This design comes from an exercise in tuning for small area, a short achievable clock period and few clock cycles on the open sky130 flow, not from production work.
Where RTL was checked, it was by simulation tests only, not by an equivalence proof against the original.
Function not checked in runs 1, 2 and 4: the RTL went through the layout flow alone.
No activity file was given, so power comes from the tool's default toggle rates.

## flow/design.v (module list and top-level ports; edited modules follow where they fit)
// module cpu: 206 lines
// module Mul: 1278 lines
// module BoothEnc: 13 lines
// module FA: 6 lines
// module HA: 6 lines
// module BoothPP: 7 lines
// module AO22: 5 lines
// module XOR2: 5 lines
// module AO222: 5 lines
// module NAND11: 5 lines
module cpu(clk, reset, imem_addr, imem_data, dmem_addr, dmem_we, dmem_wdata, dmem_rdata, done);
  // ...
==> flow/flow/run.sh <==
#!/bin/bash
# Standard layout, with timing repair aiming below the clock period by
# SETUP_SLACK_MARGIN ns. The SDC (clock period, I/O delays) is unchanged.
set -euo pipefail
bash standard.sh SETUP_SLACK_MARGIN=6 finish > standard.log 2>&1
==> flow/standard.sh <==
#!/bin/bash
# synth_recipe.tcl (not shown) runs the flow's synth.tcl, then flattens the netlist and writes it again
# the make line also repeats each setting of config.mk as NAME=value (left out here)
make -C /OpenROAD-flow-scripts/flow DESIGN_CONFIG=/design/flow/config.mk WORK_HOME=/design/flow/orfs CLKGATE_MAP_FILE= SYNTH_SCRIPT=/design/flow/synth_recipe.tcl "${@:-finish}"
==> flow/config.mk <==
export PLATFORM = sky130hd
export DESIGN_NAME = cpu
export DESIGN_NICKNAME = cpu
export VERILOG_FILES = /design/flow/design.v
export SDC_FILE = /design/flow/constraint.sdc
export NUM_CORES = 4
export LEC_CHECK = 0
export CAP_MARGIN = 20
export CORE_MARGIN = 2
export CORE_UTILIZATION = 65
export CTS_BUF_LIST = sky130_fd_sc_hd__clkbuf_8
export SLEW_MARGIN = 20
export SYNTH_HIERARCHICAL = 1
export SYNTH_MINIMUM_KEEP_SIZE = 0
==> flow/constraint.sdc <==
create_clock -name core_clock -period 10.0 [get_ports {clk}]
set_input_delay 2.0000 -clock core_clock [delete_from_list [all_inputs] [get_ports {clk}]]
set_output_delay 2.0000 -clock core_clock [all_outputs]
set_load 0.01 [all_outputs]
==> key figures, run 1 <==
Synthesis
  • Synth Flop Type: edfxtp_1
  • Yosys top cell by area: edfxtp_1
  • Async S/R FF share, synth: 0%
  • Yosys cell types: 85

STA
  • RSZ-0062 raised after global routing: yes
  • Relative slew slack: 27.2%
  • Worst setup skew after layout: 0.0703 ns
  • Post-route setup slack: 5.50 ns
  • Tmin final: 4.50 ns

Routing
  • Routed vias/inst: 7.60
  • Per-cell routed wire length: 35.2 um
  • Starting DRT DRC Count: 12,500
  • Top Layer Used: met5

Power and ir drop
  • Flop pwr share: 33.2%

Place
  • Dpl cell area: 0.0757 mm^2
  • Port Buffers: 127

Global route
  • Met2 Resource Use GR: 65.4%
  • Initial antenna violation count: 12
  • Total Routing Usage GR: 45.3%

Run status
  • Status: no timing/DRC/antenna violations

CTS
  • Clk Latency, worst-skew pair: 0.94 ns
  • Post-CTS Resized: 165

Setup path
  • Worst R2R Setup Slack: 5.50 ns
  • Worst-path fanout max: 8
  • FF-to-FF Start: s1[4]
  • CP endpoint: e_addr[12]

Layout
  • Non-clk invs: 127
  • Final Core Density: 75.1%
  • Sequential cell count: 1,433
  • #MultiIn Comb: 3,640

Min path
  • Worst Hold Launch: ir[25]
  • Hold/Removal Path Class: reg -> reg

Floorplan
  • Starting density of the core: 65.3%
==> run 2, diff against run 1 <==
--- a/flow/config.mk
+++ b/flow/config.mk
@@ -9,5 +9,7 @@
 export CORE_MARGIN = 2
 export CORE_UTILIZATION = 65
-export CTS_BUF_LIST = sky130_fd_sc_hd__clkbuf_8
+export CTS_BUF_LIST = sky130_fd_sc_hd__clkbuf_16
+export CTS_CLUSTER_DIAMETER = 80
+export CTS_CLUSTER_SIZE = 24
 export SLEW_MARGIN = 20
 export SYNTH_HIERARCHICAL = 1
==> run 2 against run 1 <==
Net effect:
- still clean on timing, DRC and antenna
- via count down 1.6%
- non-clock buffer count down 2
- combinational power about the same
- flip-flop and latch count unchanged
- routed wire length down 1.1%
- design area down 2.6%
==> key figures, run 2 <==
Routing
  • Routed vias/inst: 7.80 (was 7.60)
  • Starting DRT DRC Count: 12,600 (was 12,500)
  • Per-cell routed wire length: 36.3 um (was 35.2 um)
  • DRT Wirelength: 263,000 um (was 266,000 um)
  • Residual DRC: 0 (unchanged)
  • ANT nets after route: 0 (unchanged)
  • Pre-Repair DR Iteration Count: 14 (was 15)
  • Via count: 56,500 (was 57,400)

Min path
  • Hold depth: 0 (unchanged)
  • Worst Hold End: e_dest[3] (was e_dest[2])
  • Hold/Removal Path Class: reg -> reg (unchanged)
  • Worst Hold Launch: ir[26] (was ir[25])

STA
  • RSZ-0062 raised after global routing: yes (unchanged)
  • Max-slew violations: 0 (unchanged)
  • Final hold violation count: 0 (unchanged)
  • Tmin final: 4.55 ns (was 4.50 ns)
  • Worst setup skew after layout: 0.0393 ns (was 0.0703 ns)
  • Relative slew slack: 22.6% (was 27.2%)
  • Final setup TNS: 0 ns (unchanged)
  • F_max: 220 MHz (was 222 MHz)
  • Hold Slack: 0.371 ns (was 0.365 ns)
  • Worst-margin pin slew: 1.16 ns (was 1.09 ns)
  • Setup violators final: 0 (unchanged)
  • Final Cycle Share: 45.5% (was 45.0%)

Power and ir drop
  • Pleak: 30.4 nW (was 31.8 nW)
  • Peak VDD IR: 383 uV (was 369 uV)
  • PwrDens: 314 mW/mm^2 (was 323 mW/mm^2)
  • Pwr Total: 25.3 mW (was 26.8 mW)

CTS
  • CTS Buf Count: 75 (was 221)
  • Clk Latency, worst-skew pair: 0.71 ns (was 0.94 ns)
  • CTS clk-pin slew, worst paths: 0.10 ns (was 0.06 ns)
  • CTS root buffer: clkbuf_16 (was clkbuf_8)
  • CTS tree: done (unchanged)
  • H-tree depth: 3 (was 4)
  • CTS max path bufs: 3 (unchanged)
  • CTS Sinks: 1,433 (unchanged)

Synthesis
  • Async S/R FF share, synth: 0% (unchanged)
  • Yosys top cell by area: edfxtp_1 (unchanged)
  • Sequential fraction of the synthesis area: 54.6% (unchanged)
  • Yosys reg bits: 1,433 (unchanged)
  • YS warnings: 9 (unchanged)
  • Top cells by area, synth: edfxtp_1 44%, dfxtp_1 10%, a222oi_1 8.9% (unchanged)
  • Most common cell in the netlist: edfxtp_1 (unchanged)
  • Yosys cell types: 85 (unchanged)
  • Synth top area share: 44.5% (unchanged)
  • Syn_area_per_cell: 13.2 um^2 (unchanged)
  • Synth Flop Type: edfxtp_1 (unchanged)
  • Synth Instances: 5,444 (unchanged)
  • Synth top cells by count: 1,067 x edfxtp_1, 641 x a222oi_1, 369 x xor2_1 (unchanged)
  • Netlist Area Pre-Place: 0.0721 mm^2 (unchanged)
  • EDFF count, synth: 1,067 (unchanged)

Layout
  • Most common cell after layout, fill and taps aside: edfxtp_1 (unchanged)
  • FILL cells: 7,378 (was 7,217)
  • Largest register FFs: 992 (unchanged)
  • Syn-to-layout area delta: 12.0% (was 15.0%)
  • Most frequent cells in the layout: 1,067 x edfxtp_1, 641 x a222oi_1, 368 x xor2_1, 322 x dfxtp_1, 279 x a22o_1 (was 1,067 x edfxtp_1, 641 x a222oi_1, 366 x xor2_1, 317 x dfxtp_1, 279 x a22o_1)
  • NumNets Final: 6,146 (was 6,294)
  • Fraction of layout cells with a size suffix above 1: 13.0% (was 15.7%)
  • Reg with most FFs: R (unchanged)

Setup path
  • CP most frequent cell: a21o_1 (unchanged)
  • CP max stage delay: 0.54 ns (was 0.55 ns)
  • Worst r2r dst: e_addr[12] (unchanged)
  • CP max stage cell: or3_4 (unchanged)
  • Crit start category: flip-flop (unchanged)
  • Crit path kind: reg -> reg (unchanged)
  • Req. time, crit path: 10.58 ns (was 10.77 ns)
  • Worst Path Arrival: 5.12 ns (was 5.28 ns)
  • Worst R2R Setup Slack: 5.45 ns (was 5.50 ns)
  • Cell family with most CP delay: compound AO/OA/AOI/OAI gates (unchanged)
  • Setup crit end kind: flip-flop (unchanged)
  • FF-to-FF Start: s1[22] (was s1[4])
  • Worst Setup SP: s1[22] (was s1[4])
  • WP buf/inv: 3 (unchanged)
  • Critical path, cell by cell: buf_12 -> a222oi_1 -> nand4_1 -> or3_4 -> mux2i_1 -> a21oi_2 -> ha_1 -> a21o_1 -> a21o_1 -> a221oi_4 -> nor2_2 -> o31a_1 -> buf_4 -> buf_6 -> a21oi_4 -> nor2b_2 -> nor3_2 -> a211oi_1 (was buf_12 -> a222oi_1 -> nand4_1 -> or3_4 -> mux2i_1 -> a21oi_2 -> ha_1 -> a21o_1 -> a21o_1 -> a221oi_4 -> nor2_2 -> o31a_1 -> buf_4 -> buf_6 -> a21oi_4 -> nor2b_1 -> nor3_2 -> a211oi_1)
  • Worst-path fanout max: 6 (was 8)
  • Cells on worst reg2reg path: 18 (unchanged)

Place
  • HPWL Detailed: 161,000 um (unchanged)
  • Port Buffers: 127 (unchanged)
  • Placer Congestion: 0.995 (unchanged)

Global route
  • First-pass GRT wire length: 367,000 um (was 370,000 um)
  • Met1 track demand over resource: 58.5% (was 58.1%)
  • Initial antenna violation count: 12 (unchanged)
  • Busiest grt layer: met2 (unchanged)
  • GRT Residual Overflow: 0 (unchanged)
  • Vias in the first global route: 54,500 (was 55,700)
  • Met3 usage: 14.6% (was 15.3%)
  • Met2 Resource Use GR: 65.7% (was 65.4%)
  • Total Routing Usage GR: 44.9% (was 45.3%)
  • Largest net degree at the start of global routing: 96 (unchanged)

Floorplan
  • Core Area: 0.110 mm^2 (unchanged)
  • Full die area: 0.114 mm^2 (unchanged)
  • Starting density of the core: 65.3% (unchanged)
  • Rows: 122 (unchanged)
  • I/O pin cnt: 128 (unchanged)
  • Chip Height: 337 um (unchanged)
  • Die W: 337 um (unchanged)

Flow run
  • Max-cap viol count: 0 (unchanged)

Run status
  • Status: no timing/DRC/antenna violations (unchanged)
[run 2: what timing repair did]
action,4_1_cts,5_1_grt
pin swaps,51,72
buffers inserted,44,52
cloned,10,9
hold buffers,0,0
endpoints found under the setup margin,220,150
resized for setup,168,172
[run 2: cell families after synthesis]
family          Yosys count  synth area share, %
mux                     181                 3.14
xor+xnor                460                 5.59
other cells               1              0.00520
fa+ha+maj               365                 8.59
simple gates           1136                 8.00
buf+inv                 392                 2.71
flops                  1433                 54.6
compound gates         1476                 17.3
[run 2: power breakdown]
group	internal [mW]	switching, mW
logic	5.49	7.53
registers	7.91	0.958
clock network	1.45	1.98
[run 2: area by class of cell]
cell class / instances / area [um^2] / share of cell area, %
Timing Repair inverter: 1 / 5.00 / 0.00620
Antenna cell: 9 / 22.5 / 0.0279
Sequential cell: 1433 / 39500 / 48.9
Clock inverter: 37 / 343 / 0.425
Timing Repair Buffer: 438 / 4470 / 5.54
Inverter: 126 / 499 / 0.619
Multi-Input combinational cell: 3640 / 32100 / 39.8
Tap cell: 1488 / 1860 / 2.31
Clock buffer: 77 / 1930 / 2.39
[run 2: per-layer routing]
layer / share of wire [%] / wire length [um]
met1: 34 / 88200
met2: 43 / 112000
met3: 16 / 42700
met4: 7.6 / 20000
met5: 0.026 / 69
[run 2: how the worst max path moves through the flow]
stage / end / slack (ns) / depth (start not counted)
after floorplan: R[23][0] / 5.82 / 4
after CTS: e_addr[15] / 5.86 / 16
after global placement: ir_alt[6] / 4.73 / 11
final: e_addr[12] / 5.45 / 18
after detailed placement: pc[7] / 4.70 / 15
after global routing: e_addr[12] / 5.44 / 18
[run 2: per-module statistics from Yosys, one instance, submodules excluded, a selection]
| module | times used | flops+latches | cells inside |
|---|---|---|---|
| NAND11 | 64 | 0 | 4 |
| cpu | 1 | 1433 | 3587 |
| FA | 214 | 0 | 1 |
| AO22 | 272 | 0 | 1 |
| BoothEnc | 1 | 0 | 78 |
| AO222 | 640 | 0 | 1 |
| HA | 28 | 0 | 1 |
| Mul | 1 | 0 | 97 |
| XOR2 | 272 | 0 | 1 |
[run 2: metrics by stage]
step                setup WS [ns]  utilization [%]  cells  instance area (um^2)
floorplan                    5.82                -   5463                 72300
global placement             4.73             68.6   7009                 75700
detailed placement           4.70             68.6   7010                 75700
CTS                          5.86             71.9   7178                 79300
global route                 5.44             73.1   7240                 80700
finish                       5.45             73.1   7249                 80700
[run 2: worst reg2reg max path: stages, from the launching register on]
cell      delay [ns]
dfxtp_4         0.36
buf_12          0.13
a222oi_1        0.42
nand4_1         0.40
or3_4           0.54
mux2i_1         0.18
a21oi_2         0.09
ha_1            0.33
a21o_1          0.20
a21o_1          0.23
a221oi_4        0.36
nor2_2          0.08
o31a_1          0.35
buf_4           0.16
buf_6           0.11
a21oi_4         0.13
nor2b_2         0.06
nor3_2          0.17
a211oi_1        0.09
==> module cpu, before the edit <==
module cpu(clk, reset, imem_addr, imem_data, dmem_addr, dmem_we, dmem_wdata, dmem_rdata, done);
  input clk, reset;
  output [11:0] imem_addr;
  input [31:0] imem_data;
  output [15:0] dmem_addr;
  output dmem_we;
  output [31:0] dmem_wdata;
  input [31:0] dmem_rdata;
  output done;
  localparam OP_NOP = 4'b0000, OP_ADD = 4'b0001, OP_SUB = 4'b0010, OP_MUL = 4'b0011,
             OP_ADDI = 4'b0100, OP_SUBI = 4'b0101, OP_MULI = 4'b0110, OP_SHLI = 4'b0111,
             OP_LW = 4'b1000, OP_SW = 4'b1001, OP_J = 4'b1010, OP_BZ = 4'b1011,
             OP_BGTZ = 4'b1100, OP_BLTZ = 4'b1101, OP_BGEZ = 4'b1110, OP_HALT = 4'b1111;
  integer m;
  reg [11:0] pc;
  reg [31:0] ir;
  reg ir_valid;
  reg ir_pred;           
  reg [11:0] ir_alt;     
  reg [4:0] ir_r2;       
  reg [31:1] s1, s2;     
  reg halted;
  wire [3:0] f_op = imem_data[31:28];
  wire f_jump = (f_op == OP_J);
  wire f_br = (f_op == OP_BZ) | (f_op == OP_BGTZ) | (f_op == OP_BLTZ) | (f_op == OP_BGEZ);
  wire f_back = f_br && (imem_data[13:2] <= pc);
  wire [11:0] pc_inc = pc + 12'd1;
  wire f_ra2 = (f_op == OP_SW) | f_br;
  wire [4:0] f_r2 = f_ra2 ? imem_data[27:23] : imem_data[17:13];
  wire [3:0] d_op = ir[31:28];
  wire [4:0] d_ra = ir[27:23], d_rb = ir[22:18];
  wire d_rtype = (d_op == OP_ADD) | (d_op == OP_SUB) | (d_op == OP_MUL);
  wire d_itype = (d_op == OP_ADDI) | (d_op == OP_SUBI) | (d_op == OP_MULI) | (d_op == OP_SHLI) | (d_op == OP_LW);
  wire d_sw = (d_op == OP_SW);
  wire d_br = (d_op == OP_BZ) | (d_op == OP_BGTZ) | (d_op == OP_BLTZ) | (d_op == OP_BGEZ);
  wire d_halt = (d_op == OP_HALT);
  wire d_use1 = d_rtype | d_itype | d_sw;
  wire d_use2 = d_rtype | d_sw | d_br;
  wire d_wr = (d_rtype | d_itype) & (d_ra != 5'd0);
  wire d_sub = (d_op == OP_SUB) | (d_op == OP_SUBI);
  wire d_mul = (d_op == OP_MUL) | (d_op == OP_MULI);
  reg e_valid;           
  reg [4:0] e_dest;
  reg e_mul, e_shl, e_lw, e_sw, e_cin;
  reg [31:0] e_a, e_b;   
  reg [31:0] e_ma;       
  reg [3:0] e_sh;        
  reg [15:0] e_bs1, e_bs2, e_bng;   
  reg [15:0] e_addr;     
  reg w_valid, w_mul;
  reg [4:0] w_dest;
  reg [31:0] w_x, w_y, w_z;   
  reg x_valid;
  reg [4:0] x_dest;
  reg [31:0] x_res;
  reg [31:0] R[31:1];
  reg [31:1] zf;
  wire [31:0] rf_wd = reset ? 32'b0 : x_res;
  wire rf_wz = reset | (x_res == 32'b0);
  always @(posedge clk) begin
    for (m = 1; m <= 31; m = m + 1)
      if (reset || (x_valid && x_dest == m)) begin
        R[m] <= rf_wd;
        zf[m] <= rf_wz;
      end
  end
  wire rf2_zero = |(s2 & zf) | (ir_r2 == 5'd0);
  wire [31:0] rf1, rf2;
  genvar i, j;
  generate
    for (i = 0; i < 32; i = i + 1) begin : rd
      wire [10:0] t1, t2;
      for (j = 0; j < 10; j = j + 1) begin : grp
        AO222 a1(.a(R[3*j+1][i]), .b(s1[3*j+1]), .c(R[3*j+2][i]), .d(s1[3*j+2]),
                 .e(R[3*j+3][i]), .f(s1[3*j+3]), .y(t1[j]));
        AO222 a2(.a(R[3*j+1][i]), .b(s2[3*j+1]), .c(R[3*j+2][i]), .d(s2[3*j+2]),
                 .e(R[3*j+3][i]), .f(s2[3*j+3]), .y(t2[j]));
      end
      assign t1[10] = ~(R[31][i] & s1[31]);
      assign t2[10] = ~(R[31][i] & s2[31]);
      NAND11 n1(.t(t1), .y(rf1[i]));
      NAND11 n2(.t(t2), .y(rf2[i]));
    end
  endgenerate
  wire [32:0] e_sum33 = {e_a, 1'b1} + {e_b, e_cin};
  wire [31:0] e_sum = e_sum33[32:1];
  wire e_sum_zero = (((e_a ^ e_b) ^ {e_a[30:0] | e_b[30:0], e_cin}) == 32'b0);
  wire [31:0] e_shv = e_a << e_sh;
  wire [31:0] e_px, e_py, e_pz;
  Mul mul(.a(e_ma), .bs1(e_bs1), .bs2(e_bs2), .bng(e_bng), .x(e_px), .y(e_py), .z(e_pz));
  wire [31:0] e_alu = e_shl ? e_shv : e_sum;
  wire [31:0] e_fwd = e_lw ? dmem_rdata : e_alu;
  wire [31:0] w_s, w_c;
  genvar q;
  generate
    for (q = 0; q < 32; q = q + 1) begin : csa
      FA f(.x(w_x[q]), .y(w_y[q]), .z(w_z[q]), .s(w_s[q]), .c(w_c[q]));
    end
  endgenerate
  wire [31:0] w_sum = w_s + {w_c[30:0], 1'b0};
  wire m1e = e_valid & (e_dest == d_rb);
  wire m1w = w_valid & (w_dest == d_rb);
  wire m1x = x_valid & (x_dest == d_rb);
  wire m2e = e_valid & (e_dest == ir_r2);
  wire m2w = w_valid & (w_dest == ir_r2);
  wire m2x = x_valid & (x_dest == ir_r2);
  wire [31:0] v1r = m1w ? w_x : m1x ? x_res : rf1;
  wire [31:0] v1 = m1e ? e_fwd : v1r;
  wire [31:0] v2 = m2e ? e_fwd : m2w ? w_x : m2x ? x_res : rf2;
  wire d_stall = ir_valid & (((e_mul & m1e) | (w_mul & ~m1e & m1w)) & d_use1 |
                             ((e_mul & m2e) | (w_mul & ~m2e & m2w)) & d_use2 |
                             (e_lw & m2e & d_br) | (m1e & (d_op == OP_LW | d_sw)));
  wire d_go = ir_valid & ~d_stall & ~halted;
  wire e_zero = e_shl ? (e_shv == 32'b0) : e_sum_zero;
  wire v2_zero = m2e ? e_zero : m2w ? (w_x == 32'b0) : m2x ? (x_res == 32'b0) : rf2_zero;
  wire v2_neg = m2e ? e_alu[31] : m2w ? w_x[31] : m2x ? x_res[31] : rf2[31];
  reg cond;
  always @(*) begin
    case (d_op)
      OP_BZ:   cond = v2_zero;
      OP_BGTZ: cond = ~v2_neg & ~v2_zero;
      OP_BLTZ: cond = v2_neg;
      default: cond = ~v2_neg;
    endcase
  end
  wire d_redirect = d_go & d_br & (cond != ir_pred);
  wire [4:0] s1_addr = d_stall ? d_rb : imem_data[22:18];
  wire [4:0] s2_addr = d_stall ? ir_r2 : f_r2;
  always @(posedge clk) begin
    if (reset) begin
      pc <= 12'd0;
      ir_valid <= 1'b0;
      ir_pred <= 1'b0;
      halted <= 1'b0;
    end else begin
      if (d_redirect) begin
        pc <= ir_alt;
        ir_valid <= 1'b0;
      end else if (!d_stall) begin
        pc <= (f_jump | f_back) ? imem_data[13:2] : pc_inc;
        ir_valid <= 1'b1;
        ir_pred <= f_back;
      end
      if (d_go & d_halt) halted <= 1'b1;
    end
    for (m = 1; m <= 31; m = m + 1) begin
      s1[m] <= (s1_addr == m);
      s2[m] <= (s2_addr == m);
    end
    if (!d_stall) begin
      ir <= imem_data;
      ir_r2 <= f_r2;
      ir_alt <= f_back ? pc_inc : imem_data[13:2];
    end
  end
  wire [31:0] d_sext = {{14{ir[17]}}, ir[17:0]};
  wire [31:0] d_b = d_itype ? d_sext : v2;
  wire [17:0] d_addr = v1r[17:0] + ir[17:0];
  wire [15:0] d_bs1, d_bs2, d_bng;
  BoothEnc benc(.b(d_b), .bs1(d_bs1), .bs2(d_bs2), .bng(d_bng));
  always @(posedge clk) begin
    if (reset) begin
      e_valid <= 1'b0;
      e_mul <= 1'b0;
      e_sw <= 1'b0;
    end else begin
      e_valid <= d_go & d_wr;
      e_mul <= d_go & d_mul;
      e_sw <= d_go & d_sw;
    end
    e_shl <= (d_op == OP_SHLI);
    e_lw <= (d_op == OP_LW);
    e_cin <= d_sub;
    e_dest <= d_ra;
    e_a <= v1;
    e_ma <= v1;
    e_sh <= d_b[3:0];
    e_b <= d_b ^ {32{d_sub}};
    e_bs1 <= d_bs1;
    e_bs2 <= d_bs2;
    e_bng <= d_bng;
    e_addr <= d_addr[17:2];
  end
  assign dmem_addr = e_addr;
  assign dmem_we = e_sw;
  assign dmem_wdata = e_b;
  always @(posedge clk) begin
    if (reset) begin
      w_valid <= 1'b0;
      w_mul <= 1'b0;
      x_valid <= 1'b0;
    end else begin
      w_valid <= e_valid;
      w_mul <= e_mul;
      x_valid <= w_valid;
    end
    w_dest <= e_dest;
    w_x <= e_mul ? e_px : e_fwd;
    w_y <= e_mul ? e_py : 32'b0;
    w_z <= e_mul ? e_pz : 32'b0;
    x_dest <= w_dest;
    x_res <= w_sum;
  end
  assign imem_addr = pc;
  assign done = halted;
endmodule
==> run 3, diff against run 2 <==
--- a/flow/design.v
+++ b/flow/design.v
@@ -44,6 +44,4 @@
   reg e_mul, e_shl, e_lw, e_sw, e_cin;
   reg [31:0] e_a, e_b;   
-  reg [31:0] e_ma;       
-  reg [3:0] e_sh;        
   reg [15:0] e_bs1, e_bs2, e_bng;   
   reg [15:0] e_addr;     
@@ -55,15 +53,10 @@
   reg [31:0] x_res;
   reg [31:0] R[31:1];
-  reg [31:1] zf;
   wire [31:0] rf_wd = reset ? 32'b0 : x_res;
-  wire rf_wz = reset | (x_res == 32'b0);
   always @(posedge clk) begin
     for (m = 1; m <= 31; m = m + 1)
-      if (reset || (x_valid && x_dest == m)) begin
+      if (reset || (x_valid && x_dest == m))
         R[m] <= rf_wd;
-        zf[m] <= rf_wz;
-      end
   end
-  wire rf2_zero = |(s2 & zf) | (ir_r2 == 5'd0);
   wire [31:0] rf1, rf2;
   genvar i, j;
@@ -86,7 +79,7 @@
   wire [31:0] e_sum = e_sum33[32:1];
   wire e_sum_zero = (((e_a ^ e_b) ^ {e_a[30:0] | e_b[30:0], e_cin}) == 32'b0);
-  wire [31:0] e_shv = e_a << e_sh;
+  wire [31:0] e_shv = e_a << e_b[3:0];
   wire [31:0] e_px, e_py, e_pz;
-  Mul mul(.a(e_ma), .bs1(e_bs1), .bs2(e_bs2), .bng(e_bng), .x(e_px), .y(e_py), .z(e_pz));
+  Mul mul(.a(e_a), .bs1(e_bs1), .bs2(e_bs2), .bng(e_bng), .x(e_px), .y(e_py), .z(e_pz));
   wire [31:0] e_alu = e_shl ? e_shv : e_sum;
   wire [31:0] e_fwd = e_lw ? dmem_rdata : e_alu;
@@ -105,13 +98,12 @@
   wire m2w = w_valid & (w_dest == ir_r2);
   wire m2x = x_valid & (x_dest == ir_r2);
-  wire [31:0] v1r = m1w ? w_x : m1x ? x_res : rf1;
-  wire [31:0] v1 = m1e ? e_fwd : v1r;
+  wire [31:0] v1 = m1e ? e_fwd : m1w ? w_x : m1x ? x_res : rf1;
   wire [31:0] v2 = m2e ? e_fwd : m2w ? w_x : m2x ? x_res : rf2;
   wire d_stall = ir_valid & (((e_mul & m1e) | (w_mul & ~m1e & m1w)) & d_use1 |
                              ((e_mul & m2e) | (w_mul & ~m2e & m2w)) & d_use2 |
-                             (e_lw & m2e & d_br) | (m1e & (d_op == OP_LW | d_sw)));
+                             (e_lw & m2e & d_br));
   wire d_go = ir_valid & ~d_stall & ~halted;
   wire e_zero = e_shl ? (e_shv == 32'b0) : e_sum_zero;
-  wire v2_zero = m2e ? e_zero : m2w ? (w_x == 32'b0) : m2x ? (x_res == 32'b0) : rf2_zero;
+  wire v2_zero = m2e ? e_zero : m2w ? (w_x == 32'b0) : m2x ? (x_res == 32'b0) : (rf2 == 32'b0);
   wire v2_neg = m2e ? e_alu[31] : m2w ? w_x[31] : m2x ? x_res[31] : rf2[31];
   reg cond;
@@ -156,5 +148,5 @@
   wire [31:0] d_sext = {{14{ir[17]}}, ir[17:0]};
   wire [31:0] d_b = d_itype ? d_sext : v2;
-  wire [17:0] d_addr = v1r[17:0] + ir[17:0];
+  wire [17:0] d_addr = v1[17:0] + ir[17:0];
   wire [15:0] d_bs1, d_bs2, d_bng;
   BoothEnc benc(.b(d_b), .bs1(d_bs1), .bs2(d_bs2), .bng(d_bng));
@@ -174,6 +166,4 @@
     e_dest <= d_ra;
     e_a <= v1;
-    e_ma <= v1;
-    e_sh <= d_b[3:0];
     e_b <= d_b ^ {32{d_sub}};
     e_bs1 <= d_bs1;
==> flow/run.sh (new file) <==
#!/bin/bash
# synth_recipe.tcl (not shown) runs the flow's synth.tcl, then flattens the netlist and writes it again
# the make line also repeats each setting of config.mk as NAME=value (left out here)
make -C /OpenROAD-flow-scripts/flow DESIGN_CONFIG=/design/flow/config.mk WORK_HOME=/design/flow/orfs CLKGATE_MAP_FILE= SYNTH_SCRIPT=/design/flow/synth_recipe.tcl finish
--- a/flow/config.mk
+++ b/flow/config.mk
@@ -9,7 +9,6 @@
 export CORE_MARGIN = 2
 export CORE_UTILIZATION = 65
-export CTS_BUF_LIST = sky130_fd_sc_hd__clkbuf_16
-export CTS_CLUSTER_DIAMETER = 80
-export CTS_CLUSTER_SIZE = 24
+export CTS_BUF_LIST = sky130_fd_sc_hd__clkbuf_8
+export SETUP_SLACK_MARGIN = 5
 export SLEW_MARGIN = 20
 export SYNTH_HIERARCHICAL = 1
removed: flow/flow/run.sh
removed: flow/standard.sh
==> run 3 against run 2 <==
Net effect:
- worst hold slack lost 0.0016 ns
- routed wire length shrank 5.0%
- clock skew increased by 0.045 ns
- non-clock buffer count down 122
- combinational power about the same
- critical endpoint is now pc[1]
- highest routed layer unchanged
==> key figures, run 3 <==
Run status
  • Status: no timing/DRC/antenna violations (unchanged)

Synthesis
  • Synth top area share: 43.9% (was 44.5%)
  • Yosys top cell by area: edfxtp_1 (unchanged)
  • Top cells by area, synth: edfxtp_1 44%, dfxtp_1 10%, a222oi_1 9.1% (was edfxtp_1 44%, dfxtp_1 10%, a222oi_1 8.9%)
  • Synth Instances: 5,377 (was 5,444)
  • Sequential fraction of the synthesis area: 54.2% (was 54.6%)
  • Synth top cells by count: 1,036 x edfxtp_1, 644 x a222oi_1, 388 x xor2_1 (was 1,067 x edfxtp_1, 641 x a222oi_1, 369 x xor2_1)
  • Yosys cell types: 85 (unchanged)
  • Async S/R FF share, synth: 0% (unchanged)
  • Yosys reg bits: 1,398 (was 1,433)
  • Most common cell in the netlist: edfxtp_1 (unchanged)
  • Syn_area_per_cell: 13.2 um^2 (about the same)
  • YS warnings: 9 (unchanged)
  • Synth Flop Type: edfxtp_1 (unchanged)
  • EDFF count, synth: 1,036 (was 1,067)
  • Netlist Area Pre-Place: 0.0708 mm^2 (was 0.0721 mm^2)

Setup path
  • Worst Path Arrival: 5.76 ns (was 5.12 ns)
  • Worst R2R Setup Slack: 5.02 ns (was 5.45 ns)
  • Setup crit end kind: flip-flop (unchanged)
  • Worst r2r dst: pc[1] (was e_addr[12])
  • Cells on worst reg2reg path: 15 (was 18)
  • Crit path kind: reg -> reg (unchanged)
  • Worst Setup SP: s2[4] (was s1[22])
  • Req. time, crit path: 10.77 ns (was 10.58 ns)
  • Crit start category: flip-flop (unchanged)
  • FF-to-FF Start: s2[4] (was s1[22])
  • Worst-path fanout max: 32 (was 6)

Layout
  • Most frequent cells in the layout: 1,036 x edfxtp_1, 644 x a222oi_1, 388 x xor2_1, 352 x dfxtp_1, 276 x a22o_1 (was 1,067 x edfxtp_1, 641 x a222oi_1, 368 x xor2_1, 322 x dfxtp_1, 279 x a22o_1)
  • Sequential cell area: 0.0384 mm^2 (was 0.0395 mm^2)
  • Finished Layout Cells: 7,272 (was 7,249)
  • Area occupied by multi-input gates: 0.0311 mm^2 (was 0.0321 mm^2)
  • Most common cell after layout, fill and taps aside: edfxtp_1 (unchanged)
  • Syn-to-layout area delta: 10.9% (was 12.0%)
  • FILL cells: 7,488 (was 7,378)
  • Fraction of layout cells with a size suffix above 1: 10.9% (was 13.0%)
  • NumNets Final: 6,101 (was 6,146)
  • Reg with most FFs: R (unchanged)
  • Largest register FFs: 992 (unchanged)

Global route
  • Total Routing Usage GR: 43.9% (was 44.9%)
  • First-pass GRT wire length: 358,000 um (was 367,000 um)
  • Largest net degree at the start of global routing: 71 (was 96)
  • GRT Residual Overflow: 0 (unchanged)
  • Vias in the first global route: 54,500 (about the same)
  • Initial antenna violation count: 2 (was 12)

Routing
  • Pre-Repair DR Iteration Count: 13 (was 14)
  • DRT Wirelength: 250,000 um (was 263,000 um)
  • Starting DRT DRC Count: 12,000 (was 12,600)
  • Residual DRC: 0 (unchanged)
  • Via count: 55,500 (was 56,500)
  • Per-cell routed wire length: 34.4 um (was 36.3 um)
  • ANT nets after route: 0 (unchanged)
  • Routed vias/inst: 7.63 (was 7.80)

Place
  • Placer Congestion: 0.969 (was 0.995)
  • HPWL Detailed: 156,000 um (was 161,000 um)
  • Placed cell count: 6,860 (was 7,010)
  • Port Buffers: 127 (unchanged)

Min path
  • Hold/Removal Path Class: reg -> reg (unchanged)
  • Worst Hold End: e_dest[3] (unchanged)
  • Worst Hold Launch: ir[26] (unchanged)
  • Hold depth: 0 (unchanged)

Power and ir drop
  • Flop pwr share: 33.4% (was 35.0%)
  • Switching Fraction: 41.6% (was 41.3%)
  • Psw: 10.9 mW (was 10.5 mW)
  • Pleak: 30.1 nW (was 30.4 nW)
  • Peak VDD IR: 380 uV (was 383 uV)
  • Clk pwr share: 17.6% (was 13.5%)
  • PwrDens: 334 mW/mm^2 (was 314 mW/mm^2)
  • Pwr Total: 26.2 mW (was 25.3 mW)
  • Combinational Power Share: 49.0% (was 51.4%)
  • Internal power: 15.3 mW (was 14.9 mW)

STA
  • Setup violators final: 0 (unchanged)
  • Hold Slack: 0.369 ns (was 0.371 ns)
  • Final hold violation count: 0 (unchanged)
  • Max-slew violations: 0 (unchanged)
  • F_max: 201 MHz (was 220 MHz)
  • Tmin final: 4.98 ns (was 4.55 ns)
  • Worst setup skew after layout: 0.0842 ns (was 0.0393 ns)
  • Relative slew slack: 21.3% (was 22.6%)
  • RSZ-0062 raised after global routing: yes (unchanged)
  • Final Cycle Share: 49.8% (was 45.5%)
  • Final setup TNS: 0 ns (unchanged)
  • Worst-margin pin slew: 1.17 ns (was 1.16 ns)

CTS
  • CTS tree: done (unchanged)
  • CTS root buffer: clkbuf_8 (was clkbuf_16)
  • CTS Buf Count: 215 (was 75)
  • Clk Latency, worst-skew pair: 0.96 ns (was 0.71 ns)
  • CTS clk-pin slew, worst paths: 0.06 ns (was 0.10 ns)
  • CTS max path bufs: 3 (unchanged)
  • CTS Sinks: 1,398 (was 1,433)
  • H-tree depth: 4 (was 3)
  • Hold-fix buffers, CTS: 0 (unchanged)

Floorplan
  • Core Area: 0.108 mm^2 (was 0.110 mm^2)
  • Full die area: 0.112 mm^2 (was 0.114 mm^2)
  • Starting density of the core: 65.3% (about the same)
  • Die W: 334 um (was 337 um)
  • Chip Height: 334 um (was 337 um)
  • I/O pin cnt: 128 (unchanged)
  • Rows: 121 (was 122)

Flow run
  • Max-cap viol count: 0 (unchanged)
## run 3: cell count changes after synthesis, moves of 13 or more
cell and delta:
nand4_1 +19, xor2_1 +19, mux2_2 -15, edfxtp_1 -31, o21ai_0 +17, xnor2_1 -22
nand2_1 -15, inv_1 -13, o211ai_1 +22
## run 3: critical path: stages, from the launching register on
cell	delay, ns
dfxtp_1	0.29
buf_4	0.28
a222oi_1	0.51
nand4_1	0.35
or3_1	0.53
nor4_1	0.45
nand4_1	0.43
nor2_1	0.21
mux2_2	0.18
a211o_1	0.27
a31oi_1	0.12
o21ai_1	0.11
a211oi_2	0.16
or3_4	0.53
and3_4	0.22
o2bb2ai_1	0.11
## run 3: cell families (layout without fill, tap and decap cells)
| group | count (synthesis) | count (layout) | synth area share (%) |
|---|---|---|---|
| fa+ha+maj | 366 | 366 | 8.76 |
| compound gates | 1487 | 1487 | 17.7 |
| mux | 170 | 170 | 2.95 |
| other cells | 1 | 24 | 0.00530 |
| xor+xnor | 457 | 457 | 5.65 |
| flops | 1398 | 1398 | 54.2 |
| simple gates | 1122 | 1123 | 8.14 |
| buf+inv | 376 | 833 | 2.66 |
## run 3: power groups by stage
| stage | Combinational (mW) | Clock [mW] | Sequential, mW |
|---|---|---|---|
| 4_1_cts | 12.6 | 4.61 | 8.70 |
| 2_1_floorplan | 11.4 | 0 | 8.83 |
| 3_5_place_dp | 12.5 | 0 | 8.81 |
| 5_1_grt | 13.9 | 4.86 | 8.86 |
| 6_report | 12.8 | 4.61 | 8.76 |
| 3_3_place_gp | 12.2 | 0 | 8.74 |
## run 3: worst max path at each step
stage / endpoint / slack (ns)
floorplan: R[19][0] / 5.34
global placement: e_addr[15] / 4.26
detailed placement: e_addr[14] / 4.19
CTS: e_addr[14] / 4.96
global route: e_addr[14] / 4.97
finish: pc[1] / 5.02
## run 3: per-stage QoR
stage	cell area, um^2	util [%]	setup slack (ns)
global placement	74200	68.4	4.26
detailed placement	74200	68.4	4.19
finish	78500	72.5	5.02
CTS	78300	72.3	4.96
global route	78500	72.4	4.97
floorplan	70900	-	5.34
## run 3: area by class of cell
| type | instances | area share, % |
|---|---|---|
| antenna | 4 | 0.0127 |
| clock buffer | 228 | 4.00 |
| clock inverter | 174 | 1.27 |
| inverter | 115 | 0.561 |
| multi-input combinational | 3623 | 39.6 |
| sequential | 1398 | 48.9 |
| tap | 1414 | 2.25 |
| timing repair buffer | 316 | 3.45 |
## run 3: repair_timing
| item | in CTS | in global routing |
|---|---|---|
| resized for setup | 7 | 23 |
| endpoints found under the setup margin | 57 | 37 |
| pin swaps | 0 | 7 |
| buffers inserted | 0 | 5 |
| cloned | 0 | 1 |
| hold endpoints to repair | 0 | 0 |
## run 3: per-module statistics from Yosys (local to each module, per instance), excerpt
module | cell area [um^2] | copies in the design | cells inside | flip-flops and latches
cpu | 52200 | 1 | 3520 | 1398
Mul | 724 | 1 | 97 | 0
BoothEnc | 544 | 1 | 78 | 0
NAND11 | 23.8 | 64 | 4 | 0
FA | 20.0 | 214 | 1 | 0
HA | 12.5 | 28 | 1 | 0
XOR2 | 8.76 | 272 | 1 | 0
## run 3: routing by layer
metal	vias up	routed length (um)	GRT usage, %
li1	22600	-	-
met1	26700	86600	59.5
met2	5223	106000	62.5
met3	932	41000	14.0
met4	4	16100	25.1
met5	-	196	0
Testbench counts of run 3, summed over its fixed seeds: cycles 51,708.
==> run 4, diff against run 3 <==
--- a/flow/design.v
+++ b/flow/design.v
@@ -44,4 +44,6 @@
   reg e_mul, e_shl, e_lw, e_sw, e_cin;
   reg [31:0] e_a, e_b;   
+  reg [31:0] e_ma;       
+  reg [3:0] e_sh;        
   reg [15:0] e_bs1, e_bs2, e_bng;   
   reg [15:0] e_addr;     
@@ -53,10 +55,15 @@
   reg [31:0] x_res;
   reg [31:0] R[31:1];
+  reg [31:1] zf;
   wire [31:0] rf_wd = reset ? 32'b0 : x_res;
+  wire rf_wz = reset | (x_res == 32'b0);
   always @(posedge clk) begin
     for (m = 1; m <= 31; m = m + 1)
-      if (reset || (x_valid && x_dest == m))
+      if (reset || (x_valid && x_dest == m)) begin
         R[m] <= rf_wd;
+        zf[m] <= rf_wz;
+      end
   end
+  wire rf2_zero = |(s2 & zf) | (ir_r2 == 5'd0);
   wire [31:0] rf1, rf2;
   genvar i, j;
@@ -79,7 +86,7 @@
   wire [31:0] e_sum = e_sum33[32:1];
   wire e_sum_zero = (((e_a ^ e_b) ^ {e_a[30:0] | e_b[30:0], e_cin}) == 32'b0);
-  wire [31:0] e_shv = e_a << e_b[3:0];
+  wire [31:0] e_shv = e_a << e_sh;
   wire [31:0] e_px, e_py, e_pz;
-  Mul mul(.a(e_a), .bs1(e_bs1), .bs2(e_bs2), .bng(e_bng), .x(e_px), .y(e_py), .z(e_pz));
+  Mul mul(.a(e_ma), .bs1(e_bs1), .bs2(e_bs2), .bng(e_bng), .x(e_px), .y(e_py), .z(e_pz));
   wire [31:0] e_alu = e_shl ? e_shv : e_sum;
   wire [31:0] e_fwd = e_lw ? dmem_rdata : e_alu;
@@ -98,12 +105,13 @@
   wire m2w = w_valid & (w_dest == ir_r2);
   wire m2x = x_valid & (x_dest == ir_r2);
-  wire [31:0] v1 = m1e ? e_fwd : m1w ? w_x : m1x ? x_res : rf1;
+  wire [31:0] v1r = m1w ? w_x : m1x ? x_res : rf1;
+  wire [31:0] v1 = m1e ? e_fwd : v1r;
   wire [31:0] v2 = m2e ? e_fwd : m2w ? w_x : m2x ? x_res : rf2;
   wire d_stall = ir_valid & (((e_mul & m1e) | (w_mul & ~m1e & m1w)) & d_use1 |
                              ((e_mul & m2e) | (w_mul & ~m2e & m2w)) & d_use2 |
-                             (e_lw & m2e & d_br));
+                             (e_lw & m2e & d_br) | (m1e & (d_op == OP_LW | d_sw)));
   wire d_go = ir_valid & ~d_stall & ~halted;
   wire e_zero = e_shl ? (e_shv == 32'b0) : e_sum_zero;
-  wire v2_zero = m2e ? e_zero : m2w ? (w_x == 32'b0) : m2x ? (x_res == 32'b0) : (rf2 == 32'b0);
+  wire v2_zero = m2e ? e_zero : m2w ? (w_x == 32'b0) : m2x ? (x_res == 32'b0) : rf2_zero;
   wire v2_neg = m2e ? e_alu[31] : m2w ? w_x[31] : m2x ? x_res[31] : rf2[31];
   reg cond;
@@ -148,5 +156,6 @@
   wire [31:0] d_sext = {{14{ir[17]}}, ir[17:0]};
   wire [31:0] d_b = d_itype ? d_sext : v2;
-  wire [17:0] d_addr = v1[17:0] + ir[17:0];
+  wire [17:0] d_addr;
+  KSAdd #(.N(18)) aadd(.a(v1r[17:0]), .b(ir[17:0]), .s(d_addr));
   wire [15:0] d_bs1, d_bs2, d_bng;
   BoothEnc benc(.b(d_b), .bs1(d_bs1), .bs2(d_bs2), .bng(d_bng));
@@ -166,4 +175,6 @@
     e_dest <= d_ra;
     e_a <= v1;
+    e_ma <= v1;
+    e_sh <= d_b[3:0];
     e_b <= d_b ^ {32{d_sub}};
     e_bs1 <= d_bs1;
@@ -1525,2 +1536,41 @@
   assign y = ~&t;
 endmodule
+module KSAdd(a, b, s);
+  parameter N = 18;
+  localparam L = $clog2(N);
+  input [N-1:0] a, b;
+  output [N-1:0] s;
+  wire [N*(L+1)-1:0] g, p;
+  genvar i, k;
+  generate
+    for (i = 0; i < N; i = i + 1) begin : pg
+      AND2 ga(.a(a[i]), .b(b[i]), .y(g[i]));
+      XOR2 px(.a(a[i]), .b(b[i]), .y(p[i]));
+    end
+    for (k = 0; k < L; k = k + 1) begin : lvl
+      for (i = 0; i < N; i = i + 1) begin : c
+        if (i >= (1 << k)) begin : m
+          AO21 go(.a(p[k*N+i]), .b(g[k*N+i-(1<<k)]), .c(g[k*N+i]), .y(g[(k+1)*N+i]));
+          AND2 pa(.a(p[k*N+i]), .b(p[k*N+i-(1<<k)]), .y(p[(k+1)*N+i]));
+        end else begin : t
+          assign g[(k+1)*N+i] = g[k*N+i];
+          assign p[(k+1)*N+i] = p[k*N+i];
+        end
+      end
+    end
+    assign s[0] = p[0];
+    for (i = 1; i < N; i = i + 1) begin : sm
+      XOR2 sx(.a(p[i]), .b(g[L*N+i-1]), .y(s[i]));
+    end
+  endgenerate
+endmodule
+module AND2(a, b, y);
+  input a, b;
+  output y;
+  assign y = a & b;
+endmodule
+module AO21(a, b, c, y);
+  input a, b, c;
+  output y;
+  assign y = (a & b) | c;
+endmodule
==> flow/flow/run.sh (new file) <==
#!/bin/bash
# The standard layout, with two changes after the standard synthesis:
#  - timing repair aims MARGIN ns below the clock period (the SDC is unchanged);
#  - the clkdlybuf4s* delay cells are not used, so the port buffers that
#    buffer_ports inserts are plain buffers instead of delay cells.
set -euo pipefail
MARGIN=${MARGIN:-6.2}
DONT_USE="sky130_fd_sc_hd__probe_p_8 sky130_fd_sc_hd__probec_p_8 sky130_fd_sc_hd__lpflow_bleeder_1 sky130_fd_sc_hd__lpflow_clkbufkapwr_1 sky130_fd_sc_hd__lpflow_clkbufkapwr_16 sky130_fd_sc_hd__lpflow_clkbufkapwr_2 sky130_fd_sc_hd__lpflow_clkbufkapwr_4 sky130_fd_sc_hd__lpflow_clkbufkapwr_8 sky130_fd_sc_hd__lpflow_clkinvkapwr_1 sky130_fd_sc_hd__lpflow_clkinvkapwr_16 sky130_fd_sc_hd__lpflow_clkinvkapwr_2 sky130_fd_sc_hd__lpflow_clkinvkapwr_4 sky130_fd_sc_hd__lpflow_clkinvkapwr_8 sky130_fd_sc_hd__lpflow_decapkapwr_12 sky130_fd_sc_hd__lpflow_decapkapwr_3 sky130_fd_sc_hd__lpflow_decapkapwr_4 sky130_fd_sc_hd__lpflow_decapkapwr_6 sky130_fd_sc_hd__lpflow_decapkapwr_8 sky130_fd_sc_hd__lpflow_inputiso0n_1 sky130_fd_sc_hd__lpflow_inputiso0p_1 sky130_fd_sc_hd__lpflow_inputiso1n_1 sky130_fd_sc_hd__lpflow_inputiso1p_1 sky130_fd_sc_hd__lpflow_inputisolatch_1 sky130_fd_sc_hd__lpflow_isobufsrc_1 sky130_fd_sc_hd__lpflow_isobufsrc_16 sky130_fd_sc_hd__lpflow_isobufsrc_2 sky130_fd_sc_hd__lpflow_isobufsrc_4 sky130_fd_sc_hd__lpflow_isobufsrc_8 sky130_fd_sc_hd__lpflow_isobufsrckapwr_16 sky130_fd_sc_hd__lpflow_lsbuf_lh_hl_isowell_tap_1 sky130_fd_sc_hd__lpflow_lsbuf_lh_hl_isowell_tap_2 sky130_fd_sc_hd__lpflow_lsbuf_lh_hl_isowell_tap_4 sky130_fd_sc_hd__lpflow_lsbuf_lh_isowell_4 sky130_fd_sc_hd__lpflow_lsbuf_lh_isowell_tap_1 sky130_fd_sc_hd__lpflow_lsbuf_lh_isowell_tap_2 sky130_fd_sc_hd__lpflow_lsbuf_lh_isowell_tap_4"
DONT_USE="$DONT_USE sky130_fd_sc_hd__clkdlybuf4s15_1 sky130_fd_sc_hd__clkdlybuf4s15_2 sky130_fd_sc_hd__clkdlybuf4s18_1 sky130_fd_sc_hd__clkdlybuf4s18_2 sky130_fd_sc_hd__clkdlybuf4s25_1 sky130_fd_sc_hd__clkdlybuf4s25_2 sky130_fd_sc_hd__clkdlybuf4s50_1 sky130_fd_sc_hd__clkdlybuf4s50_2"
# standard synthesis, unchanged
bash standard.sh synth > synth.log 2>&1
# floorplan to final layout
bash standard.sh "SETUP_SLACK_MARGIN=$MARGIN" "DONT_USE_CELLS=$DONT_USE" finish > layout.log 2>&1
==> flow/standard.sh (new file) <==
#!/bin/bash
# synth_recipe.tcl (not shown) runs the flow's synth.tcl, then flattens the netlist and writes it again
# the make line also repeats each setting of config.mk as NAME=value (left out here)
make -C /OpenROAD-flow-scripts/flow DESIGN_CONFIG=/design/flow/config.mk WORK_HOME=/design/flow/orfs CLKGATE_MAP_FILE= SYNTH_SCRIPT=/design/flow/synth_recipe.tcl "${@:-finish}"
--- a/flow/config.mk
+++ b/flow/config.mk
@@ -10,5 +10,4 @@
 export CORE_UTILIZATION = 65
 export CTS_BUF_LIST = sky130_fd_sc_hd__clkbuf_8
-export SETUP_SLACK_MARGIN = 5
 export SLEW_MARGIN = 20
 export SYNTH_HIERARCHICAL = 1
removed: flow/run.sh
==> run 4 against run 3 <==
Net effect:
- still clean
- first-iteration DRC count increased by 3.6%
- via count increased by 6.0%
- cell count increased by 6.1%
- die area increased by 2.4%
- count of clock-buffer cells in the layout increased by 20
- critical path depth decreased by 2
- sequential power increased by 5.9%
- worst hold slack about the same
- synthesized area increased by 2.4%
- critical path type unchanged
==> key figures, run 4 <==
STA
  • Worst-margin pin slew: 1.23 ns (was 1.17 ns)
  • Final setup TNS: 0 ns (unchanged)
  • Tmin final: 4.05 ns (was 4.98 ns)
  • Final Cycle Share: 40.5% (was 49.8%)
  • Setup violators final: 0 (unchanged)
  • Max-slew violations: 0 (unchanged)
  • Worst setup skew after layout: 0.0688 ns (was 0.0842 ns)
  • Final hold violation count: 0 (unchanged)
  • F_max: 247 MHz (was 201 MHz)
  • RSZ-0062 raised after global routing: yes (unchanged)
  • Relative slew slack: 18.0% (was 21.3%)

CTS
  • CTS Buf Count: 221 (was 215)
  • CTS Sinks: 1,433 (was 1,398)
  • CTS max path bufs: 3 (unchanged)
  • CTS tree: done (unchanged)
  • CTS root buffer: clkbuf_8 (unchanged)
  • Clk Latency, worst-skew pair: 0.98 ns (was 0.96 ns)
  • H-tree depth: 4 (unchanged)
  • CTS clk-pin slew, worst paths: 0.06 ns (about the same)

Setup path
  • CP most frequent cell: nand4_1 (unchanged)
  • Setup crit end kind: flip-flop (unchanged)
  • FF-to-FF Start: s2[16] (was s2[4])
  • Crit path kind: reg -> reg (unchanged)
  • Req. time, crit path: 10.84 ns (was 10.77 ns)
  • Critical path, cell by cell: buf_12 -> a222oi_1 -> nand4_1 -> or3_4 -> mux2i_4 -> nand2_1 -> o211ai_1 -> nand4_1 -> o21a_4 -> nor3_4 -> nor4bb_4 -> buf_6 -> a221o_1 (was buf_4 -> a222oi_1 -> nand4_1 -> or3_1 -> nor4_1 -> nand4_1 -> nor2_1 -> mux2_2 -> a211o_1 -> a31oi_1 -> o21ai_1 -> a211oi_2 -> or3_4 -> and3_4 -> o2bb2ai_1)
  • CP max stage cell: a222oi_1 (was or3_1)
  • Worst Path Arrival: 4.89 ns (was 5.76 ns)
  • WP buf/inv: 2 (was 1)
  • Worst-path fanout max: 33 (was 32)
  • Worst R2R Setup Slack: 5.95 ns (was 5.02 ns)
  • Worst r2r dst: pc[5] (was pc[1])
  • Cells on worst reg2reg path: 13 (was 15)
  • Crit start category: flip-flop (unchanged)
  • CP max stage delay: 0.72 ns (was 0.53 ns)
  • Cell family with most CP delay: compound AO/OA/AOI/OAI gates (was simple AND/OR/NAND/NOR gates)

Min path
  • Hold depth: 0 (unchanged)
  • Worst Hold Launch: ir[27] (was ir[26])
  • Hold/Removal Path Class: reg -> reg (unchanged)
  • Worst Hold End: e_dest[4] (was e_dest[3])

Global route
  • Initial antenna violation count: 11 (was 2)
  • Vias in the first global route: 54,700 (was 54,500)
  • Met1 track demand over resource: 63.7% (was 59.5%)
  • Met2 Resource Use GR: 63.7% (was 62.5%)
  • GRT Residual Overflow: 0 (unchanged)
  • Total Routing Usage GR: 45.4% (was 43.9%)
  • Met3 usage: 13.2% (was 14.0%)
  • Busiest grt layer: met1 (was met2)
  • Largest net degree at the start of global routing: 60 (was 71)
  • First-pass GRT wire length: 374,000 um (was 358,000 um)

Layout
  • Fraction of layout cells with a size suffix above 1: 16.3% (was 10.9%)
  • Most frequent cells in the layout: 1,067 x edfxtp_1, 645 x a222oi_1, 390 x xor2_1, 285 x dfxtp_1, 278 x a22o_1 (was 1,036 x edfxtp_1, 644 x a222oi_1, 388 x xor2_1, 352 x dfxtp_1, 276 x a22o_1)
  • Final Instance Area: 0.0821 mm^2 (was 0.0785 mm^2)
  • Reg with most FFs: R (unchanged)
  • Largest register FFs: 992 (unchanged)
  • Syn-to-layout area delta: 13.3% (was 10.9%)
  • Sequential cell area: 0.0396 mm^2 (was 0.0384 mm^2)
  • Most common cell after layout, fill and taps aside: edfxtp_1 (unchanged)
  • Area occupied by multi-input gates: 0.0327 mm^2 (was 0.0311 mm^2)
  • NumNets Final: 6,443 (was 6,101)
  • FILL cells: 7,436 (was 7,488)

Floorplan
  • Rows: 122 (was 121)
  • Chip Height: 338 um (was 334 um)
  • I/O pin cnt: 128 (unchanged)
  • Full die area: 0.114 mm^2 (was 0.112 mm^2)
  • Core Area: 0.111 mm^2 (was 0.108 mm^2)
  • Starting density of the core: 65.5% (was 65.3%)
  • Die W: 338 um (was 334 um)

Power and ir drop
  • Flop pwr share: 34.1% (was 33.4%)
  • Peak VDD IR: 418 uV (was 380 uV)
  • Clk pwr share: 17.9% (was 17.6%)
  • Pleak: 31.7 nW (was 30.1 nW)
  • PwrDens: 332 mW/mm^2 (was 334 mW/mm^2)
  • Pwr Total: 27.2 mW (was 26.2 mW)
  • Psw: 11.3 mW (was 10.9 mW)
  • Switching Fraction: 41.7% (was 41.6%)
  • Internal power: 15.9 mW (was 15.3 mW)
  • Combinational Power Share: 48.1% (was 49.0%)

Synthesis
  • YS warnings: 9 (unchanged)
  • Netlist Area Pre-Place: 0.0725 mm^2 (was 0.0708 mm^2)
  • Syn_area_per_cell: 13.1 um^2 (was 13.2 um^2)
  • Synth Instances: 5,528 (was 5,377)

Place
  • HPWL Detailed: 182,000 um (was 156,000 um)
  • Placer Congestion: 1.00 (was 0.969)
  • Dpl cell area: 0.0749 mm^2 (was 0.0742 mm^2)
  • Port Buffers: 127 (unchanged)

Routing
  • Routed vias/inst: 7.62 (was 7.63)
  • Starting DRT DRC Count: 12,400 (was 12,000)
  • DRT Wirelength: 268,000 um (was 250,000 um)
  • Pre-Repair DR Iteration Count: 15 (was 13)
  • Residual DRC: 0 (unchanged)
  • Via count: 58,800 (was 55,500)
  • Per-cell routed wire length: 34.7 um (was 34.4 um)
  • ANT nets after route: 0 (unchanged)

Flow run
  • Max-cap viol count: 0 (unchanged)

Run status
  • Status: no timing/DRC/antenna violations (unchanged)
run 4: metrics by stage:
stage	worst slack, ns	util [%]	hold slack (ns)	instances
finish	5.95	74.2	0.369	7717
floorplan	5.61	-	0.339	5547
detailed placement	4.56	67.6	0.364	7067
CTS	5.92	72.7	0.368	7559
global route	5.96	74.2	0.375	7712
global placement	4.68	67.5	0.351	7057
run 4: how the worst max path moves through the flow:
| stage | from | to | depth (start not counted) |
|---|---|---|---|
| 4_1_cts | e_sh[0] | pc[5] | 13 |
| 6_report | s2[16] | pc[5] | 13 |
| 3_5_place_dp | reset | R[5][24] | 4 |
| 3_3_place_gp | reset | R[5][20] | 4 |
| 2_1_floorplan | imem_data[7] | pc[0] | 13 |
| 5_1_grt | e_sh[1] | pc[1] | 13 |
run 4: what timing repair did:
item | 4_1_cts | 5_1_grt
cloned | 3 | 7
pin swaps | 46 | 68
setup endpoints to repair | 480 | 316
resized for setup | 254 | 183
setup buffers | 72 | 140
hold buffers | 0 | 0
run 4: layout make-up:
type	count	area share [%]
Timing Repair Buffer	518	3.71
Clock inverter	169	1.16
Multi-Input combinational cell	3726	39.9
Clock buffer	248	4.16
Inverter	128	0.594
Tap cell	1488	2.27
Antenna cell	7	0.0213
Sequential cell	1433	48.2
run 4: worst register-to-register path, stage by stage (launching register included):
cell and delay, ns:
dfxtp_1 0.32, buf_12 0.18, a222oi_1 0.75, nand4_1 0.39, or3_4 0.51, mux2i_4 0.19
nand2_1 0.09, o211ai_1 0.26, nand4_1 0.18, o21a_4 0.28, nor3_4 0.21, nor4bb_4 0.08
buf_6 0.18, a221o_1 0.32
run 4: power groups by stage:
stage / Sequential, mW / Combinational, mW / Clock, mW
5_1_grt: 9.36 / 14.1 / 5.12
6_report: 9.28 / 13.1 / 4.87
3_3_place_gp: 9.36 / 11.6 / 0
2_1_floorplan: 9.01 / 11.2 / 0
4_1_cts: 9.25 / 12.3 / 4.85
3_5_place_dp: 9.45 / 11.8 / 0
run 4: layer usage:
metal | vias to the layer above | part of all wire [%]
met5 | - | 0.096
met4 | 12 | 6.5
met3 | 971 | 17
met2 | 5654 | 42
met1 | 28600 | 35
li1 | 23600 | -
==> run 5, diff against run 4 <==
--- a/flow/design.v
+++ b/flow/design.v
@@ -90,4 +90,7 @@
   Mul mul(.a(e_ma), .bs1(e_bs1), .bs2(e_bs2), .bng(e_bng), .x(e_px), .y(e_py), .z(e_pz));
   wire [31:0] e_alu = e_shl ? e_shv : e_sum;
+  wire e_c31;
+  CarryTree #(.N(31)) csign(.a(e_a[30:0]), .b(e_b[30:0]), .cin(e_cin), .co(e_c31));
+  wire e_sign = e_shl ? e_shv[31] : (e_a[31] ^ e_b[31] ^ e_c31);
   wire [31:0] e_fwd = e_lw ? dmem_rdata : e_alu;
   wire [31:0] w_s, w_c;
@@ -114,5 +117,5 @@
   wire e_zero = e_shl ? (e_shv == 32'b0) : e_sum_zero;
   wire v2_zero = m2e ? e_zero : m2w ? (w_x == 32'b0) : m2x ? (x_res == 32'b0) : rf2_zero;
-  wire v2_neg = m2e ? e_alu[31] : m2w ? w_x[31] : m2x ? x_res[31] : rf2[31];
+  wire v2_neg = m2e ? e_sign : m2w ? w_x[31] : m2x ? x_res[31] : rf2[31];
   reg cond;
   always @(*) begin
@@ -1538,5 +1541,5 @@
 module KSAdd(a, b, s);
   parameter N = 18;
-  localparam L = $clog2(N);
+  parameter L = 5;    
   input [N-1:0] a, b;
   output [N-1:0] s;
@@ -1575,2 +1578,34 @@
   assign y = (a & b) | c;
 endmodule
+module CarryTree(a, b, cin, co);
+  parameter N = 31;   
+  parameter L = 5;    
+  input [N-1:0] a, b;
+  input cin;
+  output co;
+  wire [2*(N+1)-1:0] g, t;
+  assign g[0] = cin;
+  assign t[0] = 1'b0;
+  genvar i, k;
+  generate
+    for (i = 0; i < N; i = i + 1) begin : l0
+      AND2 ga(.a(a[i]), .b(b[i]), .y(g[i+1]));
+      OR2 to(.a(a[i]), .b(b[i]), .y(t[i+1]));
+    end
+    for (k = 0; k < L; k = k + 1) begin : lvl
+      for (i = 0; i < ((N + 1) >> (k + 1)); i = i + 1) begin : n
+        localparam LO = (2 * (N + 1) - (2 * (N + 1) >> k)) + 2 * i;
+        localparam HI = LO + 1;
+        localparam O = (2 * (N + 1) - (2 * (N + 1) >> (k + 1))) + i;
+        AO21 go(.a(t[HI]), .b(g[LO]), .c(g[HI]), .y(g[O]));
+        AND2 ta(.a(t[HI]), .b(t[LO]), .y(t[O]));
+      end
+    end
+  endgenerate
+  assign co = g[2*(N+1)-2];
+endmodule
+module OR2(a, b, y);
+  input a, b;
+  output y;
+  assign y = a | b;
+endmodule
--- a/flow/config.mk
+++ b/flow/config.mk
@@ -9,5 +9,7 @@
 export CORE_MARGIN = 2
 export CORE_UTILIZATION = 65
-export CTS_BUF_LIST = sky130_fd_sc_hd__clkbuf_8
+export CTS_BUF_LIST = sky130_fd_sc_hd__clkbuf_16
+export CTS_CLUSTER_DIAMETER = 80
+export CTS_CLUSTER_SIZE = 24
 export SLEW_MARGIN = 20
 export SYNTH_HIERARCHICAL = 1
==> run 5 against run 4 <==
Net effect:
- still clean on timing, DRC and antenna
- combinational power about the same
- first-iteration DRC count up 0.50%
- clock skew down 0.024 ns
- global-route usage down 1.8 points
- worst hold slack better by 0.0037 ns
- critical path type unchanged
- largest cell class unchanged
==> key figures, run 5 <==
Run status
  • Status: no timing/DRC/antenna violations (unchanged)

Routing
  • Via count: 58,000 (was 58,800)
  • Per-cell routed wire length: 34.6 um (was 34.7 um)
  • Starting DRT DRC Count: 12,500 (was 12,400)
  • Residual DRC: 0 (unchanged)
  • Routed vias/inst: 7.70 (was 7.62)
  • ANT nets after route: 0 (unchanged)
  • Pre-Repair DR Iteration Count: 17 (was 15)
  • DRT Wirelength: 261,000 um (was 268,000 um)

Setup path
  • Worst Path Arrival: 4.52 ns (was 4.89 ns)
  • Worst-path fanout max: 11 (was 33)
  • CP most frequent cell: buf_6 (was nand4_1)
  • Req. time, crit path: 10.63 ns (was 10.84 ns)
  • Cell family with most CP delay: multiplexers (was compound AO/OA/AOI/OAI gates)
  • CP max stage cell: nor4_4 (was a222oi_1)
  • FF-to-FF Start: e_ma[1] (was s2[16])
  • WP buf/inv: 3 (was 2)
  • Critical path, cell by cell: buf_6 -> mux4_2 -> mux2_2 -> o2bb2ai_2 -> a2111oi_4 -> nand4_1 -> nor4_4 -> mux2i_4 -> buf_6 -> mux2i_4 -> buf_6 -> o21ai_1 -> a31oi_1 (was buf_12 -> a222oi_1 -> nand4_1 -> or3_4 -> mux2i_4 -> nand2_1 -> o211ai_1 -> nand4_1 -> o21a_4 -> nor3_4 -> nor4bb_4 -> buf_6 -> a221o_1)
  • CP max stage delay: 0.55 ns (was 0.72 ns)
  • Crit start category: flip-flop (unchanged)
  • Crit path kind: reg -> reg (unchanged)
  • Worst Setup SP: e_ma[1] (was s2[16])
  • Setup crit end kind: flip-flop (unchanged)

Layout
  • Fraction of layout cells with a size suffix above 1: 12.8% (was 16.3%)
  • Finished Layout Cells: 7,529 (was 7,717)
  • Most frequent cells in the layout: 1,067 x edfxtp_1, 642 x a222oi_1, 387 x xor2_1, 291 x dfxtp_1, 278 x a22o_1 (was 1,067 x edfxtp_1, 645 x a222oi_1, 390 x xor2_1, 285 x dfxtp_1, 278 x a22o_1)
  • NumNets Final: 6,395 (was 6,443)
  • Reg with most FFs: R (unchanged)
  • Final Core Density: 72.1% (was 74.2%)
  • FILL cells: 7,661 (was 7,436)
  • Syn-to-layout area delta: 10.3% (was 13.3%)
  • Largest register FFs: 992 (unchanged)
  • Most common cell after layout, fill and taps aside: edfxtp_1 (unchanged)

Synthesis
  • Syn_area_per_cell: 13.0 um^2 (was 13.1 um^2)
  • Synth Instances: 5,622 (was 5,528)
  • YS warnings: 9 (unchanged)
  • Netlist Area Pre-Place: 0.0733 mm^2 (was 0.0725 mm^2)

Global route
  • Vias in the first global route: 55,100 (was 54,700)
  • GRT Residual Overflow: 0 (unchanged)
  • Largest net degree at the start of global routing: 58 (was 60)
  • First-pass GRT wire length: 370,000 um (was 374,000 um)
  • Initial antenna violation count: 8 (was 11)
  • Total Routing Usage GR: 43.5% (was 45.4%)

CTS
  • CTS Buf Count: 76 (was 221)
  • CTS clk-pin slew, worst paths: 0.10 ns (was 0.06 ns)
  • CTS tree: done (unchanged)
  • CTS root buffer: clkbuf_16 (was clkbuf_8)
  • CTS max path bufs: 3 (unchanged)
  • CTS Sinks: 1,433 (unchanged)
  • H-tree depth: 3 (was 4)
  • Clk Latency, worst-skew pair: 0.71 ns (was 0.98 ns)
  • Hold-fix buffers, CTS: 0 (unchanged)

Place
  • HPWL Detailed: 176,000 um (was 182,000 um)
  • Placed cell count: 7,207 (was 7,067)
  • Port Buffers: 127 (unchanged)
  • Place WS: 4.42 ns (was 4.56 ns)
  • Placer Congestion: 1.01 (was 1.00)

STA
  • Post-route setup slack: 6.10 ns (was 5.95 ns)
  • Tmin final: 3.90 ns (was 4.05 ns)
  • Worst-margin pin slew: 1.31 ns (was 1.23 ns)
  • RSZ-0062 raised after global routing: yes (unchanged)
  • Relative slew slack: 12.4% (was 18.0%)
  • Final setup TNS: 0 ns (unchanged)
  • F_max: 257 MHz (was 247 MHz)
  • Max-slew violations: 0 (unchanged)
  • Final Cycle Share: 39.0% (was 40.5%)
  • Final hold violation count: 0 (unchanged)
  • Worst setup skew after layout: 0.0445 ns (was 0.0688 ns)
  • Setup violators final: 0 (unchanged)

Min path
  • Hold/Removal Path Class: reg -> reg (unchanged)
  • Worst Hold Launch: ir[26] (was ir[27])

Floorplan
  • Core Area: 0.112 mm^2 (was 0.111 mm^2)
  • Rows: 123 (was 122)
  • Full die area: 0.116 mm^2 (was 0.114 mm^2)
  • I/O pin cnt: 128 (unchanged)
  • Die W: 340 um (was 338 um)
  • Chip Height: 340 um (was 338 um)
  • Starting density of the core: 65.4% (was 65.5%)

Flow run
  • Max-cap viol count: 0 (unchanged)

Power and ir drop
  • Peak VDD IR: 455 uV (was 418 uV)
  • Pleak: 30.9 nW (was 31.7 nW)
  • PwrDens: 323 mW/mm^2 (was 332 mW/mm^2)
run 5: changes by cell type in the layout (fill, tap and decap cells not counted), sizes merged, moves of 10 or more:
cell	before	now
mux2	32	66
nand2	281	243
a22oi	5	19
nor2	209	196
clkinv	74	11
a21o	84	123
a221o	15	1
nand3	91	105
and2	123	189
o21ai	162	152
inv	206	138
clkbuf	291	126
or2	8	37
run 5: cell type report:
class	instances	area (um^2)	share of cell area, %
Clock buffer	79	1980	2.45
Multi-Input combinational cell	3844	33600	41.6
Timing Repair inverter	1	5.00	0.00619
Sequential cell	1433	39600	49.0
Inverter	112	430	0.532
Clock inverter	40	360	0.446
Antenna cell	8	20.0	0.0248
Tap cell	1500	1880	2.32
Timing Repair Buffer	512	3000	3.71
run 5: where the power goes:
| group | total, mW | internal [mW] | switching (mW) |
|---|---|---|---|
| Sequential | 9.23 | 7.93 | 1.30 |
| Clock | 3.51 | 1.51 | 2.00 |
| Combinational | 13.3 | 5.61 | 7.73 |
| Total | 26.1 | 15.1 | 11.0 |
run 5: layer usage:
metal | global-route usage [%] | part of all wire, % | routed length (um) | vias to the layer above
li1 | - | - | - | 23600
met1 | 60.0 | 35 | 92200 | 28300
met5 | 0 | 0.029 | 75 | -
met2 | 62.8 | 42 | 111000 | 5152
met4 | 23.7 | 6.7 | 17500 | 10
met3 | 12.3 | 15 | 40400 | 957
run 5: final timing paths:
kind,slack (ns),to,depth (start not counted)
setup / recovery,6.10,pc[8],13
hold / removal,0.37,e_dest[3],0
setup reg to reg,6.10,pc[8],13
hold reg to reg,0.37,e_dest[3],0
run 5: worst register-to-register path: cells and delay by family, from the launching register on:
| kind | cells | cell delay, ns |
|---|---|---|
| multiplexers | 4 | 1.53 |
| AND/OR/NAND/NOR | 2 | 0.79 |
| AO/OA/AOI/OAI | 4 | 0.62 |
| buffers and inverters | 3 | 0.48 |
| flip-flops | 1 | 0.39 |
run 5: through the flow:
| stage | power [mW] | hold slack, ns | area (um^2) |
|---|---|---|---|
| 4_1_cts | 25.2 | 0.373 | 79100 |
| 2_1_floorplan | 20.6 | 0.339 | 73600 |
| 3_5_place_dp | 21.5 | 0.352 | 75800 |
| 5_1_grt | 27.5 | 0.388 | 80800 |
| 3_3_place_gp | 21.3 | 0.348 | 75700 |
| 6_report | 26.1 | 0.373 | 80800 |
run 5: timing repair:
| item | 4_1_cts | 5_1_grt |
|---|---|---|
| buffers inserted | 53 | 131 |
| pin swaps | 14 | 51 |
| resized for setup | 239 | 237 |
| endpoints found under the setup margin | 909 | 564 |
| endpoints found under the hold margin | 0 | 0 |
| cloned | 4 | 4 |
Testbench counts of run 5, summed over its fixed seeds: cycles 51,781.

-- static timing again, ports no longer ideal --
The flow's constraints put no driver on any port. The routed layouts listed below were extracted and timed again, unchanged, in two steps. Step 1, drivers: a clkbuf_16 drives clk and a buf_2 each remaining input, both assumed. Step 2, shift: input delay + t, output delay - t, t = (earliest + latest rising clock arrival at the registers) / 2. This alone moves slack from input paths to output paths. Slacks: no drivers / after step 1 / after step 2; pairs: no drivers / after step 1.
run | t (ns) | setup WS [ns]
run 1 | 0.980 | 5.496 / 5.496 / 5.219
run 2 | 0.770 | 5.454 / 5.454 / 5.351
run 3 | 0.990 | 5.016 / 5.016 / 4.684
run 4 | 1.022 | 5.949 / 5.949 / 5.134
run 5 | 0.766 | 6.104 / 6.104 / 5.502
After both steps every run listed still meets setup and hold.
